Source: an optimization exercise on an open RTL-to-GDS flow (aim: small area). Production flows keep margins and buffers that such runs may drop.
The RTL was checked by simulation tests, not by an equivalence proof against the original design.
Power and IR drop assume default switching activity.

### flow/config.mk
export PLATFORM = sky130hd
export DESIGN_NAME = fifo_wrapper
export DESIGN_NICKNAME = fifo_wrapper
export VERILOG_FILES = /design/flow/design.v
export SDC_FILE = /design/flow/constraint.sdc
export NUM_CORES = 4
export LEC_CHECK = 0
export CAP_MARGIN = 20
export CORE_MARGIN = 2
export CORE_UTILIZATION = 40
export SLEW_MARGIN = 20
### flow/constraint.sdc
create_clock -name core_clock -period 5.0 [get_ports {clk}]
set_input_delay 1.0000 -clock core_clock [delete_from_list [all_inputs] [get_ports {clk}]]
set_output_delay 1.0000 -clock core_clock [all_outputs]
set_load 0.01 [all_outputs]
### flow/design.v
module fifo_core (
    clk,                     
    reset,
    wr_en,                   
    rd_en,                   
    input_data,
    output_data,
    full,
    empty,
    count                    
);
parameter DEPTH = 16;            
parameter WIDTH = 8;             
parameter POINTER_WIDTH = 4;     
input clk;
input reset;
input wr_en;
input rd_en;
input [WIDTH-1:0] input_data;
output reg [WIDTH-1:0] output_data;
output reg full;
output reg empty;
output reg [POINTER_WIDTH:0] count;
reg [WIDTH-1:0] static_mem [DEPTH-1:0];     
reg [POINTER_WIDTH-1:0] wr_ptr;             
reg [POINTER_WIDTH-1:0] rd_ptr;             
reg [POINTER_WIDTH:0] fifo_count;           
always @ (*) begin
    if (reset) begin
        full = 1'b0;
        empty = 1'b1;
    end
    else begin
        full = (fifo_count == DEPTH);
        empty = (fifo_count == 0);
    end
end
always @(posedge clk) begin
    if (wr_en && !full)
        static_mem[wr_ptr] <= input_data;
end
always @(posedge clk or posedge reset) begin
    if (reset) begin
        wr_ptr <= 0;
    end else if (wr_en && !full) begin
        wr_ptr <= (wr_ptr + 1) % DEPTH;      
    end
end
always @(posedge clk or posedge reset) begin
    if (reset) begin
        rd_ptr <= 0;
        output_data <= 0;
    end else if (rd_en && !empty) begin
        output_data <= static_mem[rd_ptr];
        rd_ptr <= (rd_ptr + 1) % DEPTH;      
    end
end
always @(posedge clk or posedge reset) begin
    if (reset)
        fifo_count <= 0;
    else if (wr_en && !full && rd_en && !empty)
        fifo_count <= fifo_count;   
    else if (wr_en && !full)
        fifo_count <= fifo_count + 1;   
    else if (rd_en && !empty)
        fifo_count <= fifo_count - 1;   
end
always @(*) begin
    count = fifo_count;
end
endmodule
module fifo_csr (
    clk,
    reset,
    avalon_address,             
    avalon_write,               
    avalon_read,                
    avalon_writedata,           
    avalon_readdata,            
    full,                       
    empty,                      
    count,                      
    wr_en,                      
    rd_en,                      
    fifo_input_data,            
    fifo_output_data            
);
parameter WIDTH = 8;
parameter POINTER_WIDTH = 4;
parameter STATUS_REG_ADDR = 2'b00;          
parameter FIFO_READ_ADDR = 2'b01;           
parameter FIFO_WRITE_ADDR = 2'b10;          
parameter CONTROL_REG_ADDR = 2'b11;         
input clk;
input reset;
input [1:0] avalon_address;
input avalon_write;
input avalon_read;
input [WIDTH-1:0] avalon_writedata;
output [WIDTH-1:0] avalon_readdata;
input full;
input empty;
input [POINTER_WIDTH:0] count;
output wr_en;
output rd_en;
output [WIDTH-1:0] fifo_input_data;
input [WIDTH-1:0] fifo_output_data;
reg [WIDTH-1:0] control_reg;                
reg [WIDTH-1:0] csr_readdata;               
reg fifo_read_q;                            
assign wr_en = avalon_write && (avalon_address == FIFO_WRITE_ADDR);
assign rd_en = avalon_read && (avalon_address == FIFO_READ_ADDR);
assign fifo_input_data = avalon_writedata;
assign avalon_readdata = fifo_read_q ? fifo_output_data : csr_readdata;
always @(posedge clk or posedge reset) begin
    if (reset) begin
        control_reg <= 0;
        csr_readdata <= 0;
        fifo_read_q <= 0;
    end else begin
        if (avalon_write && avalon_address == CONTROL_REG_ADDR)
            control_reg <= avalon_writedata;       
        if (avalon_read) begin
            fifo_read_q <= (avalon_address == FIFO_READ_ADDR);
            case (avalon_address)
                STATUS_REG_ADDR: begin
                    csr_readdata <= {4'b0, full, empty, count};
                end
                CONTROL_REG_ADDR: begin
                    csr_readdata <= control_reg;     
                end
                default: begin
                end
            endcase
        end
    end
end
endmodule
module fifo_wrapper (
    clk,
    reset,
    avalon_address,             
    avalon_write,               
    avalon_read,                
    avalon_writedata,           
    avalon_readdata,            
    avalon_status               
);
parameter WIDTH = 8;
parameter DEPTH = 16;
parameter POINTER_WIDTH = 4;
input clk;
input reset;
input [1:0] avalon_address;
input avalon_write;
input avalon_read;
input [WIDTH-1:0] avalon_writedata;
output [WIDTH-1:0] avalon_readdata;
output [1:0] avalon_status;
wire wr_en, rd_en;
wire full, empty;
wire [WIDTH-1:0] fifo_output_data;
wire [POINTER_WIDTH:0] count;               
wire [WIDTH-1:0] fifo_input_data;
fifo_csr #(
    .WIDTH(WIDTH),
    .POINTER_WIDTH(POINTER_WIDTH)
) csr_inst (
    .clk(clk),
    .reset(reset),
    .avalon_address(avalon_address),
    .avalon_write(avalon_write),
    .avalon_read(avalon_read),
    .avalon_writedata(avalon_writedata),
    .avalon_readdata(avalon_readdata),
    .full(full),
    .empty(empty),
    .wr_en(wr_en),
    .rd_en(rd_en),
    .fifo_input_data(fifo_input_data),
    .fifo_output_data(fifo_output_data),
    .count(count)                           
);
fifo_core #(
    .DEPTH(DEPTH),
    .WIDTH(WIDTH),
    .POINTER_WIDTH(POINTER_WIDTH)
) core_inst (
    .clk(clk),
    .reset(reset),
    .wr_en(wr_en),
    .rd_en(rd_en),
    .input_data(fifo_input_data),
    .output_data(fifo_output_data),
    .full(full),
    .empty(empty),
    .count(count)                          
);
assign avalon_status = {full, empty};
endmodule
### flow/run.sh
#!/bin/bash
# synth_recipe.tcl (not shown) runs the flow's synth.tcl, then flattens the netlist and writes it again
# the make line also repeats each setting of config.mk as NAME=value (left out here)
make -C /OpenROAD-flow-scripts/flow DESIGN_CONFIG=/design/flow/config.mk WORK_HOME=/design/flow/orfs CLKGATE_MAP_FILE= SYNTH_SCRIPT=/design/flow/synth_recipe.tcl finish
==> results of run 1 <==
==> worst reg2reg max path, cell delays in order (launching register included) <==
cell and delay [ps]:
dfrtp_1 470, nor4_1 400, a31oi_1 140, buf_4 210, inv_1 230, ha_1 320
a21o_1 190, a21oi_1 280, a211oi_1 90, nand4b_1 180
==> worst min-delay path by stage <==
stage,startpoint,endpoint,cells after the start
2_1_floorplan,csr_inst.csr_readdata[0],csr_inst.csr_readdata[0],2
3_3_place_gp,csr_inst.csr_readdata[0],csr_inst.csr_readdata[0],2
3_5_place_dp,csr_inst.csr_readdata[0],csr_inst.csr_readdata[0],2
4_1_cts,csr_inst.csr_readdata[0],csr_inst.csr_readdata[0],2
5_1_grt,csr_inst.csr_readdata[4],csr_inst.csr_readdata[4],2
6_report,csr_inst.csr_readdata[0],csr_inst.csr_readdata[0],2
==> kinds of logic (layout without fill, tap and decap cells) <==
| family | after synthesis | after routing | synth area share |
|---|---|---|---|
| AOI/OAI and AO/OA | 44 | 44 | 0.0393 |
| xor gates and xnor gates | 10 | 10 | 0.0129 |
| adders and majority gates | 12 | 12 | 0.0231 |
| buffers and inverters | 28 | 71 | 0.0180 |
| DFF | 166 | 166 | 0.704 |
| muxes | 68 | 68 | 0.164 |
| and+or+nand+nor | 45 | 45 | 0.0386 |
==> Yosys cell counts (3+ instances only) <==
cell and instances:
xnor2_1 8, mux2_2 29, nor3b_1 4, nand2_1 16, clkbuf_1 13, ha_1 11, buf_4 4, edfxtp_1 128
and3_1 4, nand4_1 3, o21ai_0 10, inv_1 7, mux2i_1 7, o22ai_1 16, and4_1 4, dfrtp_1 38
a21oi_1 10, mux4_2 32, and2_1 4
==> through the flow <==
step	std cells	worst slack (ps)	instance area, µm²	total power, µW
2_1_floorplan	373	1430	6810	2390
3_3_place_gp	604	1520	7290	2680
3_5_place_dp	604	1430	7290	2710
4_1_cts	636	1550	7860	3950
5_1_grt	636	1490	7860	4090
6_report	636	1600	7860	3900
==> final cells by class <==
type,count,area share
clock buffer,22,0.0643
clock inverter,10,0.00844
inverter,7,0.00334
multi-input combinational,179,0.241
sequential,166,0.610
tap,220,0.0350
timing repair buffer,32,0.0379
==> report_power, final <==
part	internal, µW	switching [µW]	total [µW]
Combinational	449	388	837
Sequential	1630	200	1830
Clock	717	521	1240
==> metal layers <==
layer  track usage  wire length, µm  vias up
met5             0                0        -
li1              -                -     1540
met1         0.240             6520     1812
met3        0.0368              633       10
met2         0.260             6950       76
met4        0.0550              177        0
==> summary.txt, run 1 <==
- The run finished with no timing, DRC or antenna violations.
- Summing all flip-flop and latch instances after layout gives roughly 4800 µm².
- The final number of max-transition violations came to 0.
- The clock latency on the worst-skew pair is 420 ps.
- Static timing analysis puts the maximum clock frequency at 294 MHz.
- Across every metal layer, demand over resource in global routing totals 0.168.
- The final layout contains routed wiring with a total length of 14.3 mm.
- The minimum period implied by the final worst setup slack is about 3400 ps.
- The kind of launch point of the worst setup path is a flip-flop.
- The core occupancy in the finished layout is 0.472.
- The initial antenna violation count was 0.
- The via count normalized by instance count is 5.41.
- The sort of element at the end of the critical path is a primary output.
- Synthesis handed over a netlist of around 370 instances.
- The total setup buffers inserted after CTS is 0.
- The library cell used most frequently in the layout, excluding fill and tap cells, is edfxtp_1.
- The buffers plus inverters on the worst setup path is 1.
- From synthesis to final layout, the design area changed by 15.4%.
- The path type of the worst min-delay path is reg -> reg.
- The data arrival time of the critical path is 2400 ps.
- After detailed routing, the average wire length per cell comes to 22.5 µm.
- Of the post-synthesis cell area, the dominant cell type holds 0.564.
- The post-synthesis sequential element count is 166.
- The core region is 16600 µm².
- The via count of the first global-routing pass is 3546.
- The endpoint of the most critical setup path is avalon_status[0].
- The synthesized area divided by synthesized cell count is 18.3 µm².
- The site row count is between 40 and 50.
- The critical path data required time is 4000 ps.
- The netlist area before placement is 6810 µm².
- The critical path starts at core_inst.fifo_count[0].
- For this design the static power due to leakage is 0.00267 µW.
- The root cell of the clock tree is clkbuf_16.
- The worst clock skew is 10.0 ps.
- The initial standard-cell utilization of the core is 0.409.
- The top cell type by total area after synthesis is edfxtp_1.
- The most used flip-flop cell after synthesis is edfxtp_1.
- The detailed router placed 3438 vias in this run.
- The power density over the cells is approximately 500 nW/µm².
- Setup violations remaining at the end of the flow were counted as 0.
- The register-to-register setup slack is ~2400 ps.
- The final hold slack is about 490 ps.
- Of the cells placed in the final design, the portion with a size suffix greater than 1 is 0.255.
- Counting distinct cell types in the post-synthesis netlist gives 38.
- The TritonCTS clock tree is done.
- The remaining number of nets flagged by the antenna check after routing is 0.
- The total I/O pin count is 24.
- The die outline width is roughly 130 µm.
- The sum of negative setup slack is 0 ps.
- The iteration-0 DRC count of the detailed router is about 240.
- The repair_antennas step left the layout with diodes totalling 0.
- At the end of the flow, the number of nets in the layout was between 400 and 500.
- The longest clock path from root to sink contains 2 buffers.
- For this design, the slowest cell found on the critical path is or4_4.
- Fill cells in the final layout number 1406.
- The maximum cell stage delay along the critical path is 610 ps.
- The headroom to the max-slew limit is 0.482.
- Entering global routing, the biggest net connects 35 pins.
- The cell family contributing the most delay on the critical path is simple AND/OR/NAND/NOR gates.
- Buffers placed on the I/O ports in this run total 23.
- The top cell types in the final layout, fill and taps aside, are 128 x edfxtp_1, 37 x dfrtp_1, 32 x mux4_2, 29 x mux2_2, 23 x clkdlybuf4s50_1.
- Clock-pin slew was measured on the worst setup and hold paths at ~60 ps.
- The critical path class is reg -> out.
- The die span in y is 134 µm.
- Of the synthesized area, sequential elements account for 0.704.
- The first TritonRoute pass finished after 4 iterations.
- The worst flop-to-flop path startpoint is core_inst.fifo_count[0].
- Setup repair after global routing left no endpoint under its margin.
- Walking the worst path, the cells encountered are or4_4 -> o21ai_0 -> clkdlybuf4s50_1.
- At the pin with the least slew margin, the transition time is 775 ps.
- The number of gates resized after CTS was 0.
- The final weighted congestion in routability-driven placement is 0.769.
- By area the synthesized netlist is led by edfxtp_1 56%, dfrtp_1 14%, mux4_2 11%.
- The tool flagged a number of max-cap violations equal to 0.
- The synthesized netlist net count is 399.
- The synthesis warning total is 2.
- The HPWL after detailed placement is 9.32 mm.
- The register with the most flip-flops in the layout has 128 of them.
- After synthesis, the share of flip-flops with an asynchronous set or reset is 0.229.
- The worst register-to-register path has a depth of 9.
- After clock tree synthesis, the flow added hold-fix buffers numbering 0.
- Along the worst path, the maximum fanout reaches 6.
- In this run the number of cells on the critical path is 3.
- The multi-input gate area in the final layout is 1890 µm².
- The count of flip-flops with a built-in enable after synthesis is 128.
- Of the available clock period, the critical path in the final layout requires 0.680.
- The end of the worst register-to-register path is core_inst.fifo_count[4].
- The number of failing hold endpoints at the final stage is 0.
- The most flop-heavy register is core_inst.static_mem.
- In the routed design, unresolved DRC markers number 0.
- The deepest level of the CTS H-tree is 4.
- The global-route wire length before repair is 21.8 mm.
- The floorplan step defined a die boundary enclosing 18100 µm².
- Clock tree synthesis found a total of 166 sinks.
- The total overflow left after global routing is 0.
- Buffers inserted during clock tree synthesis total 17.
- The worst-case IR drop observed on VDD is 261 µV.
==> run 2, diff against run 1 <==
==> flow/design.v (replaced) <==
module fifo_core (
    clk,
    reset,
    wr_en,
    rd_en,
    input_data,
    output_data,
    full,
    empty,
    count
);
parameter DEPTH = 16;
parameter WIDTH = 8;
parameter POINTER_WIDTH = 4;
input clk;
input reset;
input wr_en;
input rd_en;
input [WIDTH-1:0] input_data;
output [WIDTH-1:0] output_data;        
output full;
output empty;
output [POINTER_WIDTH:0] count;
reg [WIDTH-1:0] mem [DEPTH-1:0];
reg [POINTER_WIDTH:0] fifo_count;
assign full  = fifo_count[POINTER_WIDTH];
assign empty = (fifo_count == 0);
assign count = fifo_count;
wire push = wr_en && !full;
wire pop  = rd_en && !empty;
integer i;
always @(posedge clk) begin
    if (push) begin
        mem[0] <= input_data;
        for (i = 1; i < DEPTH; i = i + 1)
            mem[i] <= mem[i-1];
    end
end
always @(posedge clk or posedge reset) begin
    if (reset)
        fifo_count <= 0;
    else if (push)
        fifo_count <= fifo_count + 1'b1;
    else if (pop)
        fifo_count <= fifo_count - 1'b1;
end
assign output_data = mem[fifo_count[POINTER_WIDTH-1:0]];
endmodule
module fifo_csr (
    clk,
    reset,
    avalon_address,
    avalon_write,
    avalon_read,
    avalon_writedata,
    avalon_readdata,
    full,
    empty,
    count,
    wr_en,
    rd_en,
    fifo_input_data,
    fifo_output_data
);
parameter WIDTH = 8;
parameter POINTER_WIDTH = 4;
input clk;
input reset;
input [1:0] avalon_address;
input avalon_write;
input avalon_read;
input [WIDTH-1:0] avalon_writedata;
output [WIDTH-1:0] avalon_readdata;
input full;
input empty;
input [POINTER_WIDTH:0] count;
output wr_en;
output rd_en;
output [WIDTH-1:0] fifo_input_data;
input [WIDTH-1:0] fifo_output_data;
reg [WIDTH-1:0] control_reg;
reg [1:0] addr_q;                   
assign wr_en = avalon_write && (avalon_address == 2'b10);
assign rd_en = avalon_read && (avalon_address == 2'b01);
assign fifo_input_data = avalon_writedata;
always @(posedge clk or posedge reset) begin
    if (reset)
        control_reg <= 0;
    else if (avalon_write && avalon_address == 2'b11)
        control_reg <= avalon_writedata;
end
always @(posedge clk)
    addr_q <= avalon_address;
assign avalon_readdata = addr_q[1] ? control_reg :
                         addr_q[0] ? fifo_output_data :
                         {1'b0, full, empty, count};
endmodule
module fifo_wrapper (
    clk,
    reset,
    avalon_address,             
    avalon_write,               
    avalon_read,                
    avalon_writedata,           
    avalon_readdata,            
    avalon_status               
);
parameter WIDTH = 8;
parameter DEPTH = 16;
parameter POINTER_WIDTH = 4;
input clk;
input reset;
input [1:0] avalon_address;
input avalon_write;
input avalon_read;
input [WIDTH-1:0] avalon_writedata;
output [WIDTH-1:0] avalon_readdata;
output [1:0] avalon_status;
wire wr_en, rd_en;
wire full, empty;
wire [WIDTH-1:0] fifo_output_data;
wire [POINTER_WIDTH:0] count;               
wire [WIDTH-1:0] fifo_input_data;
fifo_csr #(
    .WIDTH(WIDTH),
    .POINTER_WIDTH(POINTER_WIDTH)
) csr_inst (
    .clk(clk),
    .reset(reset),
    .avalon_address(avalon_address),
    .avalon_write(avalon_write),
    .avalon_read(avalon_read),
    .avalon_writedata(avalon_writedata),
    .avalon_readdata(avalon_readdata),
    .full(full),
    .empty(empty),
    .wr_en(wr_en),
    .rd_en(rd_en),
    .fifo_input_data(fifo_input_data),
    .fifo_output_data(fifo_output_data),
    .count(count)                           
);
fifo_core #(
    .DEPTH(DEPTH),
    .WIDTH(WIDTH),
    .POINTER_WIDTH(POINTER_WIDTH)
) core_inst (
    .clk(clk),
    .reset(reset),
    .wr_en(wr_en),
    .rd_en(rd_en),
    .input_data(fifo_input_data),
    .output_data(fifo_output_data),
    .full(full),
    .empty(empty),
    .count(count)                          
);
assign avalon_status = {full, empty};
endmodule
--- a/flow/config.mk
+++ b/flow/config.mk
@@ -8,4 +8,7 @@
 export CAP_MARGIN = 20
 export CORE_MARGIN = 2
 export CORE_UTILIZATION = 40
+export CTS_BUF_LIST = sky130_fd_sc_hd__clkbuf_4 sky130_fd_sc_hd__clkbuf_8
+export CTS_CLUSTER_DIAMETER = 100
+export CTS_CLUSTER_SIZE = 40
 export SLEW_MARGIN = 20
==> run 2 against run 1 <==
Power fell by 12%; cell count fell by 5.0%; critical path type unchanged; wire length fell by 9.3%; clock-buffer cell count rose by 4; utilization fell by 0.94 points; still clean; sequential power fell by 19%.
==> summary.txt, run 2 <==
- The flow ran to the end and the layout has no timing, DRC or antenna violations.
- The sort of element at the end of the critical path is a primary output.
- The headroom to the max-slew limit is 0.430 (-0.0518).
- The count of flip-flops with a built-in enable after synthesis came to 128 (unchanged).
- The global-route wire length before repair is 19.9 mm (-8.9%).
- By area the synthesized netlist is led by edfxtp_1 65%, dfrtp_1 5.5%, a22oi_1 4.5%.
- The initial antenna violation count is 0 (unchanged).
- The portion of the post-synthesis area used by sequential elements came to 0.716 (+0.0122).
- Among all flip-flop cells after synthesis, the most frequent one is edfxtp_1.
- The via count of the first global-routing pass is 3457 (-2.5%).
- The site row count is 44 (-6.4%).
- The critical path data required time came to 4000 ps (about the same).
- The minimum period implied by the final worst setup slack is 4360 ps (+964 ps).
- The critical path startpoint is core_inst.fifo_count[3].
- The dominant cell by count in the synthesized netlist is edfxtp_1.
- The logic depth of the worst register-to-register path is 5 (-4).
- The area share of the largest cell type after synthesis is 0.654 (+0.0896).
- The global router's overall resource usage is 0.170 (+0.00175).
- The TritonCTS clock tree is done.
- The post-synthesis cell count is 382 (+2.4%).
- The deepest level of the CTS H-tree is 4 (unchanged).
- The worst setup path is launched from a flip-flop.
- The routed length per instance is 21.4 µm (-4.5%).
- The number of failing hold endpoints at the final stage was 0 (unchanged).
- The remaining design rule violation count is 0 (unchanged).
- The final setup violation count was 0 (unchanged).
- The die area was 15700 µm² (-13%).
- The total number of nets in the final design is 425 (-0.93%).
- The fraction of final layout cells sized beyond drive strength 1 came to 0.162 (-0.0929).
- The pin count of the biggest net entering global routing was 52 (+49%).
- In this run the critical register-to-register path is captured at core_inst.fifo_count[1].
- The final cycle utilization of the critical path was 0.873 (+0.193).
- The most common cell after layout, fill and taps aside is edfxtp_1.
- The iteration-0 DRC count of the detailed router is 364 (+50%).
- The largest fanout on the critical path is 22 (+16).
- The buffers plus inverters on the worst setup path came to 2 (+1).
- The overflow left after global routing was 0 (unchanged).
- The min-delay analysis places its worst path in the category reg -> reg.
- The reported max-cap violation count is 0 (unchanged).
- Leaving out fill and tap cells, the most frequent cells in the layout are 128 x edfxtp_1, 35 x a22oi_1, 23 x clkdlybuf4s50_1, 21 x clkbuf_8, 16 x mux2_2.
- The worst flop-to-flop path startpoint is core_inst.fifo_count[0].
- The final cell area excluding filler cells is 6680 µm² (-15%).
- The remaining number of nets flagged by the antenna check after routing came to 0 (unchanged).
- For hold timing, the worst endpoint is core_inst.mem[11][4].
- The cell type of the slowest stage on the worst timing path is dfrtp_1.
- The die span in y is 125 µm (-6.9%).
- The power density over the cells came to 512 nW/µm² (+3.2%).
- The startpoint identified for the worst hold timing path is core_inst.mem[10][4].
- The clock net sink count is 143 (-14%).
- The total of hold buffers inserted after clock tree synthesis is 0 (unchanged).
- The number of gates given a new drive strength after cts is 0 (unchanged).
- The clock edge transition at the registers on the reported setup and hold paths is 70 ps (about the same).
- The layout-stage area growth over the synthesis result is 13.6%.
- The synthesis warning total is 3 (+1).
- The synthesized area divided by synthesized cell count came to 15.4 µm² (-16%).
- The post-synthesis sequential element count came to 143 (-14%).
- The instance count along the most critical hold path is 0 (-2).
- The number of optimization iterations in the first detailed-route pass came to 5 (+1).
- The area after detailed placement is 6290 µm² (-14%).
- The flip-flop count of the largest register after layout is 128 (unchanged).
- The worst slack at placement is 1090 ps (-340 ps).
- The initial standard-cell utilization of the core came to 0.407 (-0.00177).
- The transition time at the pin with the least slew margin is 855 ps (+80.1 ps).
- The clock latency on the worst-skew pair was 450 ps (+30 ps).
- The maximum cell stage delay along the critical path is 730 ps (+120 ps).
- The worst clock skew is 11.6 ps (+1.55 ps).
- The total routed wirelength was 13.0 mm (-9.3%).
- The antenna diode count is 0 (unchanged).
- The total I/O pin count is 24 (unchanged).
- Setup repair after global routing left no endpoint under its margin.
- Walking the worst path, the cells encountered are buf_4 -> mux2_2 -> a32oi_1 -> o22ai_1 -> nor4_1 -> a21oi_1 -> clkdlybuf4s50_1.
- The die outline width is 125 µm (-6.9%).
- The register-to-register setup slack was 2570 ps (+200 ps).
- The total setup buffers inserted after CTS was 0 (unchanged).
- The static leakage power is 0.00216 µW (-19%).
- The number of port buffers is 23 (unchanged).
- The via total after detailed routing is 3460 (+0.64%).
- The distinct cell type count of the synthesized netlist was 54 (+42%).
- The upper clock frequency limit is 229 MHz (-22%).
- The clock buffer count from CTS is 17 (unchanged).
- The kind of cell adding the most delay to the critical path is buffers and inverters.
- The via count normalized by instance count is 5.73 (+6.0%).
- The async set-reset flop share out of synthesis is 0.0909 (-0.138).
- The commonest cells after synthesis are 128 x edfxtp_1, 35 x a22oi_1, 16 x mux2_2, 15 x o21ai_0, 14 x a21oi_1.
- The sum of negative setup slack came to 0 ps (unchanged).
- The clock tree buffer depth came to 2 (unchanged).
- The final number of max-transition violations is 0 (unchanged).
- The total core area was 14400 µm² (-13%).
- The root cell of the clock tree is clkbuf_8.
- The final weighted congestion in routability-driven placement is 0.873 (+14%).
- The netlist area before placement is 5880 µm² (-14%).
- The synthesized netlist net count is 400 (+0.25%).
- The worst ir drop on vdd was 229 µV (-12%).
- The data arrival time of the critical path is 3360 ps (+960 ps).
- The top cell type by total area after synthesis is edfxtp_1.
- The final worst-path setup slack was 635 ps (-964 ps).
- The critical path is of the reg -> out type.
- The half-perimeter wire length after detailed placement came to 8.57 mm (-8.1%).
## run 2: cell count changes after synthesis, moves of 11 or more
cell     before  now
a22oi_1       0   35
dfrtp_1      38   13
mux2_2       29   16
mux4_2       32    2
nor2_1        1   12
## run 2: worst max path at each step
stage	endpoint	slack, ps	depth (start not counted)
2_1_floorplan	core_inst.mem[0][0]	500	3
3_3_place_gp	avalon_readdata[6]	1150	7
3_5_place_dp	avalon_readdata[6]	1090	7
4_1_cts	avalon_readdata[6]	580	7
5_1_grt	avalon_readdata[6]	430	7
6_report	avalon_readdata[6]	640	7
## run 2: kinds of logic (layout without fill, tap and decap cells)
group                    after synthesis  count (layout)  share of synthesized area
AO/OA/AOI/OAI                        107             107                      0.128
XOR/XNOR                               4               4                    0.00596
adder cells (fa/ha/maj)                4               4                    0.00979
buffers and inverters                 32              70                     0.0266
flip-flops                           143             143                      0.716
multiplexers                          21              21                     0.0443
AND/OR/NAND/NOR                       71              71                     0.0694
## run 2: final cells by class
class / instances / area [µm²]
Fill cell: 1317 / 7750
Sequential cell: 143 / 4210
Multi-Input combinational cell: 207 / 1510
Clock buffer: 26 / 327
Timing Repair Buffer: 33 / 318
Tap cell: 184 / 230
Clock inverter: 6 / 60.1
Inverter: 5 / 21.3
## run 2: layer usage
metal	track usage	up-vias	share of wire
li1	-	1573	-
met4	0.0712	0	0.019
met2	0.248	168	0.46
met1	0.245	1704	0.45
met5	0	-	0
met3	0.0419	15	0.073
## run 2: report_power, final
part | total [µW] | leakage, µW | switching [µW] | internal (µW)
sequential | 1480 | 0.00133 | 98.7 | 1380
clock | 879 | 0.000200 | 408 | 471
combinational | 1070 | 0.000636 | 630 | 436
total | 3420 | 0.00216 | 1140 | 2280
## run 2: through the flow
step / std cells / hold WS, ps / total power [µW] / util
4_1_cts: 604 / 443 / 3430 / 0.463
3_3_place_gp: 572 / 424 / 2540 / 0.436
3_5_place_dp: 572 / 432 / 2550 / 0.436
2_1_floorplan: 382 / 417 / 2220 / -
6_report: 604 / 448 / 3420 / 0.463
5_1_grt: 604 / 450 / 3590 / 0.463
==> run 3, diff against run 2 <==
--- a/flow/config.mk
+++ b/flow/config.mk
@@ -8,7 +8,4 @@
 export CAP_MARGIN = 20
 export CORE_MARGIN = 2
 export CORE_UTILIZATION = 40
-export CTS_BUF_LIST = sky130_fd_sc_hd__clkbuf_4 sky130_fd_sc_hd__clkbuf_8
-export CTS_CLUSTER_DIAMETER = 100
-export CTS_CLUSTER_SIZE = 40
 export SLEW_MARGIN = 20
==> run 3 against run 2 <==
Combinational power hardly changed; power is 9.0% higher; critical path depth unchanged; clock power grew 34%; sequential cell count unchanged; register-to-register slack improved by 20 ps; global-route usage about the same; cell count is the same; sequential share of layout area shrank 1.6 points; largest cell class unchanged; largest power group unchanged; highest routed layer unchanged.
==> summary.txt, run 3 <==
- The run finished with no timing, DRC or antenna violations.
- Setup repair after global routing left no endpoint under its margin.
- The routed length per instance came to 21.5 µm (+0.32%).
- The clock share of power came to 0.318 (+0.061).
- The power density over the cells is 544 nW/µm² (+6.2%).
- The distinct cell type count of the synthesized netlist is 54 (unchanged).
- The worst clock skew was 7.98 ps (-3.57 ps).
- The synthesized design spends more area on one cell type than any other, namely edfxtp_1.
- The via count normalized by instance count was 5.76 (+0.52%).
- The final cycle utilization of the critical path is 0.866 (-0.00735).
- The number of port buffers is 23 (unchanged).
- The netlist area before placement is 5880 µm² (unchanged).
- The die outline width is 125 µm (unchanged).
- The fraction of final layout cells sized beyond drive strength 1 was 0.150 (-0.0119).
- The total routed wirelength came to 13.0 mm (+0.32%).
- The library cells used most frequently in the layout, excluding fill and tap cells, are 128 x edfxtp_1, 35 x a22oi_1, 23 x clkdlybuf4s50_1, 17 x clkbuf_16, 16 x mux2_2.
- The clock edge transition at the registers on the reported setup and hold paths is 50 ps (-20 ps).
- The synthesis warning total came to 3 (unchanged).
- The end of the worst register-to-register path is core_inst.fifo_count[1].
- The total number of nets in the final design is 425 (unchanged).
- Ranked by total cell area, the synthesized netlist is headed by edfxtp_1 65%, dfrtp_1 5.5%, a22oi_1 4.5%.
- Among all cell types in the netlist, the one instantiated most often is edfxtp_1.
- The final setup violation count is 0 (unchanged).
- The final total power came to 3730 µW (+9.0%).
- The path type of the worst min-delay path is reg -> reg.
- The iteration-0 DRC count of the detailed router is 447 (+23%).
- The post-synthesis sequential element count was 143 (unchanged).
- The clock latency on the worst-skew pair came to 420 ps (-30 ps).
- The number of gates given a new drive strength after cts is 0 (unchanged).
- The number of optimization iterations in the first detailed-route pass is 6 (+1).
- The via count of the first global-routing pass is 3465 (+0.23%).
- The total I/O pin count is 24 (unchanged).
- The most used flip-flop cell after synthesis is edfxtp_1.
- The worst ir drop on vdd was 251 µV (+9.6%).
- The synthesized area divided by synthesized cell count is 15.4 µm² (unchanged).
- The kind of launch point of the worst setup path is a flip-flop.
- The count of placed standard cells including taps is 572 (unchanged).
- The static leakage power is 0.00223 µW (+3.2%).
- The switching power summed over all nets is 1180 µW (+3.7%).
- The reported max-cap violation count was 0 (unchanged).
- The global-route wire length before repair was 19.9 mm (+0.25%).
- The internal power contribution is 2550 µW (+12%).
- The total setup buffers inserted after CTS is 0 (unchanged).
- The cell type of the slowest stage on the worst timing path is dfrtp_1.
- The clock tree buffer depth is 2 (unchanged).
- The synthesized netlist net count was 400 (unchanged).
- The worst flop-to-flop path startpoint is core_inst.fifo_count[0].
- The async set-reset flop share out of synthesis is 0.0909 (unchanged).
- The antenna diode count was 0 (unchanged).
- On the critical path the largest part of the delay comes from buffers and inverters.
- The most common cell after layout, fill and taps aside is edfxtp_1.
- The flip-flop count of the largest register after layout is 128 (unchanged).
- Ranked by instance count, the synthesized netlist is headed by 128 x edfxtp_1, 35 x a22oi_1, 16 x mux2_2, 15 x o21ai_0, 14 x a21oi_1.
- The minimum period implied by the final worst setup slack is 4330 ps (-36.8 ps).
- The transition time at the pin with the least slew margin is 848 ps (-6.83 ps).
- The logic depth of the worst register-to-register path came to 5 (unchanged).
- The half-perimeter wire length after detailed placement is 8.57 mm (unchanged).
- The critical path class is reg -> out.
- TritonCTS built the clock tree.
- The final number of max-transition violations came to 0 (unchanged).
- The remaining number of nets flagged by the antenna check after routing was 0 (unchanged).
- The headroom to the max-slew limit is 0.434 (+0.00456).
- The worst slack at placement is 1090 ps (unchanged).
- The portion of the post-synthesis area used by sequential elements is 0.716 (unchanged).
- The data arrival time of the critical path was 3330 ps (-30 ps).
- The clock buffer count from CTS is 17 (unchanged).
- The largest fanout on the critical path was 22 (unchanged).
- The final cell area excluding filler cells is 6850 µm² (+2.6%).
- The global router's overall resource usage is 0.171 (+0.000386).
- The root cell of the clock tree is clkbuf_16.
- The buffers plus inverters on the worst setup path is 2 (unchanged).
- The count of flip-flops with a built-in enable after synthesis was 128 (unchanged).
- The total core area is 14400 µm² (unchanged).
- The instance count along the most critical hold path was 0 (unchanged).
- The post-synthesis cell count is 382 (unchanged).
- The site row count is 44 (unchanged).
- The maximum cell stage delay along the critical path came to 730 ps (about the same).
- In this run the most critical hold path is launched from core_inst.mem[10][4].
- The final weighted congestion in routability-driven placement is 0.873 (unchanged).
- The combinational cell fraction of total power is 0.286 (-0.026).
- The total of hold buffers inserted after clock tree synthesis is 0 (unchanged).
- The deepest level of the CTS H-tree was 4 (unchanged).
- The net switching fraction of the power is 0.316 (-0.0161).
- The final worst-path setup slack came to 672 ps (+36.8 ps).
- The upper clock frequency limit is 231 MHz (+0.85%).
- The sum of negative setup slack is 0 ps (unchanged).
- The count of non-filler cells in the finished layout came to 604 (unchanged).
- The layout-stage area growth over the synthesis result is 16.5%.
- The number of failing hold endpoints at the final stage is 0 (unchanged).
- The register share of total power is 0.396 (-0.035).
- The pin count of the biggest net entering global routing is 52 (unchanged).
- The area after detailed placement is 6290 µm² (unchanged).
- The via total after detailed routing is 3478 (+0.52%).
- The initial antenna violation count is 0 (unchanged).
- The initial standard-cell utilization of the core is 0.407 (unchanged).
- The overflow left after global routing was 0 (unchanged).
- The die span in y is 125 µm (unchanged).
- The die area is 15700 µm² (unchanged).
- The area share of the largest cell type after synthesis is 0.654 (unchanged).
- The clock net sink count was 143 (unchanged).
- The critical path goes through buf_4 -> mux2_2 -> a32oi_1 -> o22ai_1 -> nor4_1 -> a21oi_1 -> clkdlybuf4s50_1.
- The register-to-register setup slack is 2590 ps (+20 ps).
- The critical path data required time came to 4000 ps (about the same).
- The sort of element at the end of the critical path is a primary output.
- For hold timing, the worst endpoint is core_inst.mem[11][4].
- The remaining design rule violation count is 0 (unchanged).
run 3: cell count changes in the layout (fill, tap and decap cells not counted):
cell / before / now
clkbuf_4: 5 / 0
clkbuf_8: 21 / 4
clkbuf_1: 0 / 5
clkbuf_16: 0 / 17
run 3: layout make-up:
class | instances | area [µm²]
flip-flops and latches | 143 | 4210
clock inverters | 6 | 60.1
fillers | 1297 | 7570
clock buffers | 26 | 499
multi-input cells | 207 | 1510
repair buffers | 33 | 318
inverters | 5 | 21.3
well taps | 184 | 230
run 3: power groups by stage:
stage	registers [µW]	clock network, µW	logic (µW)
6_report	1480	1180	1070
5_1_grt	1490	1250	1150
4_1_cts	1480	1210	1060
3_5_place_dp	1500	0	1050
3_3_place_gp	1500	0	1040
2_1_floorplan	1450	0	767
run 3: worst max-delay path by stage:
stage / start / end / slack, ps / cells past startpoint
floorplan: avalon_write / core_inst.mem[0][0] / 500 / 3
global placement: core_inst.fifo_count[3] / avalon_readdata[6] / 1150 / 7
detailed placement: core_inst.fifo_count[3] / avalon_readdata[6] / 1090 / 7
CTS: core_inst.fifo_count[3] / avalon_readdata[6] / 610 / 7
global route: core_inst.fifo_count[3] / avalon_readdata[6] / 500 / 7
finish: core_inst.fifo_count[3] / avalon_readdata[6] / 670 / 7
run 3: cells by family (layout without fill, tap and decap cells):
kind of cell	Yosys count	in the layout	share of synthesized area
buf+inv	32	70	0.0266
compound gates	107	107	0.128
mux	21	21	0.0443
flops	143	143	0.716
xor+xnor	4	4	0.00596
fa+ha+maj	4	4	0.00979
simple gates	71	71	0.0694
run 3: through the flow:
step	utilization	hold slack, ps
global route	0.475	450
global placement	0.436	424
CTS	0.475	440
detailed placement	0.436	432
finish	0.475	443
floorplan	-	417
run 3: layer usage:
metal	GRT usage	share of wire	wire length (µm)
met1	0.244	0.45	5800
met3	0.0415	0.072	935
met4	0.0686	0.019	251
met2	0.252	0.46	6010
met5	0	0	0
==> run 4, diff against run 3 <==
--- a/flow/config.mk
+++ b/flow/config.mk
@@ -8,4 +8,7 @@
 export CAP_MARGIN = 20
 export CORE_MARGIN = 2
 export CORE_UTILIZATION = 40
+export CTS_BUF_LIST = sky130_fd_sc_hd__clkbuf_2 sky130_fd_sc_hd__clkbuf_4
+export CTS_CLUSTER_DIAMETER = 60
+export CTS_CLUSTER_SIZE = 20
 export SLEW_MARGIN = 20
==> run 4 against run 3 <==
Still clean on timing, DRC and antenna; sequential power is essentially flat; clock power shrank 45%; worst hold slack improved by 12 ps; clock skew rose by 9.3 ps; sequential share of layout area is 3.0 points higher; final area fell by 4.7%; synthesized cell count unchanged; register-to-register slack got worse by 20 ps; non-clock buffer count unchanged; largest power group unchanged; highest routed layer unchanged.
==> summary.txt, run 4 <==
- The clock share of power is 0.204 (-0.114).
- The final number of max-transition violations was 0 (unchanged).
- The combinational cell fraction of total power is 0.334 (+0.048).
- The headroom to the max-slew limit is 0.428 (-0.00657).
- The remaining design rule violation count is 0 (unchanged).
- The sum of negative setup slack was 0 ps (unchanged).
- The layout filler cell count is 1332 (+2.7%).
- The via count of the first global-routing pass is 3483 (+0.52%).
- The switching power summed over all nets is 1110 µW (-5.5%).
- The number of failing hold endpoints at the final stage is 0 (unchanged).
- The via count normalized by instance count is 5.82 (+1.0%).
- The number of port buffers was 23 (unchanged).
- TritonCTS built the clock tree.
- The instance count along the most critical hold path is 0 (unchanged).
- The worst ir drop on vdd came to 200 µV (-20%).
- The logic depth of the worst register-to-register path came to 5 (unchanged).
- The synthesized netlist net count is 400 (unchanged).
- The worst setup path is of the reg -> out kind.
- The fraction of final layout cells sized beyond drive strength 1 is 0.152 (+0.00238).
- The most common cell in the synthesized netlist is edfxtp_1.
- The net switching fraction of the power is 0.349 (+0.0330).
- The deepest level of the CTS H-tree was 4 (unchanged).
- The total setup buffers inserted after CTS came to 0 (unchanged).
- The netlist area before placement is 5880 µm² (unchanged).
- The area share of the largest cell type after synthesis is 0.654 (unchanged).
- The critical path data required time was 4000 ps (about the same).
- The pin count of the biggest net entering global routing is 52 (unchanged).
- The flip-flop count of the largest register after layout came to 128 (unchanged).
- The count of placed standard cells including taps was 572 (unchanged).
- The global-route wire length before repair is 19.8 mm (-0.52%).
- The most common cell after layout, fill and taps aside is edfxtp_1.
- The die area is 15700 µm² (unchanged).
- The clock net sink count was 143 (unchanged).
- The count of non-filler cells in the finished layout is 604 (unchanged).
- The half-perimeter wire length after detailed placement is 8.57 mm (unchanged).
- The total core area was 14400 µm² (unchanged).
- The final weighted congestion in routability-driven placement came to 0.873 (unchanged).
- The overflow left after global routing is 0 (unchanged).
- The multi-input gate area in the final layout is 1510 µm² (unchanged).
- The clock buffer count from CTS is 17 (unchanged).
- The root cell of the clock tree is clkbuf_4.
- The routed length per instance is 21.2 µm (-1.2%).
- The run finished with no timing, DRC or antenna violations.
- The predominant post-synthesis flop cell is edfxtp_1.
- The die outline width was 125 µm (unchanged).
- The largest fanout on the critical path came to 22 (unchanged).
- The total of hold buffers inserted after clock tree synthesis is 0 (unchanged).
- The remaining number of nets flagged by the antenna check after routing is 0 (unchanged).
- The register area was 4210 µm² (unchanged).
- The number of optimization iterations in the first detailed-route pass is 6 (unchanged).
- The minimum period implied by the final worst setup slack was 4490 ps (+160 ps).
- The total I/O pin count is 24 (unchanged).
- The worst clock skew is 17.3 ps (+9.27 ps).
- The clock latency on the worst-skew pair came to 560 ps (+140 ps).
- The count of flip-flops with a built-in enable after synthesis was 128 (unchanged).
- The global router's overall resource usage is 0.169 (-0.00131).
- The synthesized area divided by synthesized cell count was 15.4 µm² (unchanged).
- The final cycle utilization of the critical path is 0.897 (+0.0319).
- The upper clock frequency limit came to 223 MHz (-3.6%).
- The portion of the post-synthesis area used by sequential elements was 0.716 (unchanged).
- The transition time at the pin with the least slew margin came to 858 ps (+9.86 ps).
- The antenna diode count is 0 (unchanged).
- The clock edge transition at the registers on the reported setup and hold paths was 100 ps (+50 ps).
- The async set-reset flop share out of synthesis came to 0.0909 (unchanged).
- The kind of launch point of the worst setup path is a flip-flop.
- The clock tree buffer depth is 2 (unchanged).
- The path type of the worst min-delay path is reg -> reg.
- The initial antenna violation count came to 0 (unchanged).
- The worst setup path is captured at a primary output.
- The power density over the cells was 488 nW/µm² (-10%).
- The post-synthesis cell count was 382 (unchanged).
- The total number of nets in the final design came to 425 (unchanged).
- Leaving out fill and tap cells, the most frequent cells in the layout are 128 x edfxtp_1, 35 x a22oi_1, 23 x clkdlybuf4s50_1, 22 x clkbuf_4, 16 x mux2_2.
- Setup repair after global routing left no endpoint under its margin.
- The layout-stage area growth over the synthesis result is 11.1%.
- The register share of total power is 0.462 (+0.066).
- After synthesis, the cell types taking the most area are edfxtp_1 65%, dfrtp_1 5.5%, a22oi_1 4.5%.
- The total routed wirelength is 12.8 mm (-1.2%).
- The initial standard-cell utilization of the core came to 0.407 (unchanged).
- The final setup violation count is 0 (unchanged).
- The reported max-cap violation count came to 0 (unchanged).
- The via total after detailed routing was 3513 (+1.0%).
- The synthesis warning total came to 3 (unchanged).
- The static leakage power was 0.00210 µW (-6.1%).
- The iteration-0 DRC count of the detailed router came to 434 (-2.9%).
- The die span in y is 125 µm (unchanged).
- The site row count is 44 (unchanged).
- The distinct cell type count of the synthesized netlist was 54 (unchanged).
- The internal power contribution is 2080 µW (-19%).
- After synthesis, the most frequently instantiated cells are 128 x edfxtp_1, 35 x a22oi_1, 16 x mux2_2, 15 x o21ai_0, 14 x a21oi_1.
- The top cell type by total area after synthesis is edfxtp_1.
- The number of gates given a new drive strength after cts came to 0 (unchanged).
- The data arrival time of the critical path is 3490 ps (+160 ps).
- The post-synthesis sequential element count was 143 (unchanged).
==> run 4: layout make-up <==
| cell class | count | area share |
|---|---|---|
| clock buffers | 22 | 0.0253 |
| clock inverters | 10 | 0.0115 |
| inverters | 5 | 0.00326 |
| multi-input cells | 207 | 0.231 |
| flip-flops and latches | 143 | 0.645 |
| well taps | 184 | 0.0353 |
| repair buffers | 33 | 0.0487 |
==> run 4: logic make-up (layout without fill, tap and decap cells) <==
logic type	Yosys count	in the layout	synth area share
buf+inv	32	70	0.0266
xor+xnor	4	4	0.00596
mux	21	21	0.0443
compound gates	107	107	0.128
fa+ha+maj	4	4	0.00979
simple gates	71	71	0.0694
flops	143	143	0.716
==> run 4: through the flow <==
stage,power [µW],worst slack [ps],utilization,cell area [µm²],hold slack (ps)
after floorplan,2220,503,-,5880,417
after global placement,2540,1150,0.436,6290,424
after detailed placement,2550,1090,0.436,6290,432
after CTS,3200,460,0.453,6530,452
after global routing,3350,306,0.453,6530,456
final,3190,513,0.453,6530,456
==> run 4: worst paths after layout <==
path / slack (ps) / from / to
setup / recovery: 510 / core_inst.fifo_count[3] / avalon_readdata[6]
hold / removal: 460 / core_inst.mem[10][4] / core_inst.mem[11][4]
setup reg to reg: 2570 / core_inst.fifo_count[0] / core_inst.fifo_count[1]
hold reg to reg: 460 / core_inst.mem[10][4] / core_inst.mem[11][4]
max in group asynchronous: 3820 / reset / core_inst.fifo_count[2]
min in group asynchronous: 780 / reset / csr_inst.control_reg[1]
==> run 4: worst max-delay path: stages, from the launching register on <==
cell	delay, ps
dfrtp_1	740
buf_4	400
mux2_2	400
a32oi_1	170
o22ai_1	110
nor4_1	510
a21oi_1	100
clkdlybuf4s50_1	500
==> run 4: metal layers <==
metal / vias to the layer above / routed length (µm) / global-route usage
li1: 1577 / - / -
met1: 1736 / 5690 / 0.242
met2: 178 / 5990 / 0.251
met3: 22 / 859 / 0.0381
met4: 0 / 297 / 0.0732
met5: - / 0 / 0
==> run 4: power groups by stage <==
stage	Sequential, µW	Clock, µW	Combinational, µW
global placement	1500	0	1040
CTS	1470	669	1060
floorplan	1450	0	767
finish	1470	651	1060
global route	1490	713	1150
detailed placement	1500	0	1050

[re-timing with driven ports]
In the flow no input, the clock included, has a driving cell. The finished layouts below were timed again as built, in two steps. Step 1: set_driving_cell puts a clkbuf_16 on clk and a buf_2 on each other input, an assumption about the parent block. Step 2 times the ports against the registers' clock, not the clock port: input delays grow and output delays shrink by t, the midpoint of the rising clock arrivals with the driver on. Slacks: ideal ports / drivers / drivers and shift; pairs: ideal ports / drivers.
run | shift t [ns] | setup WS [ns] | cell pins on the clock port's net
run 1 | 0.455 | 1.599 / 1.562 / 1.410 | 1
run 2 | 0.480 | 0.635 / 0.597 / 1.077 | 1
run 3 | 0.459 | 0.672 / 0.631 / 1.089 | 1
run 4 | 0.587 | 0.513 / 0.477 / 1.065 | 1
After both steps setup and hold are still met in every run listed. The setup slack of run 1, which loses most, moves by -0.037 ns with the drivers and by -0.189 ns with both steps.
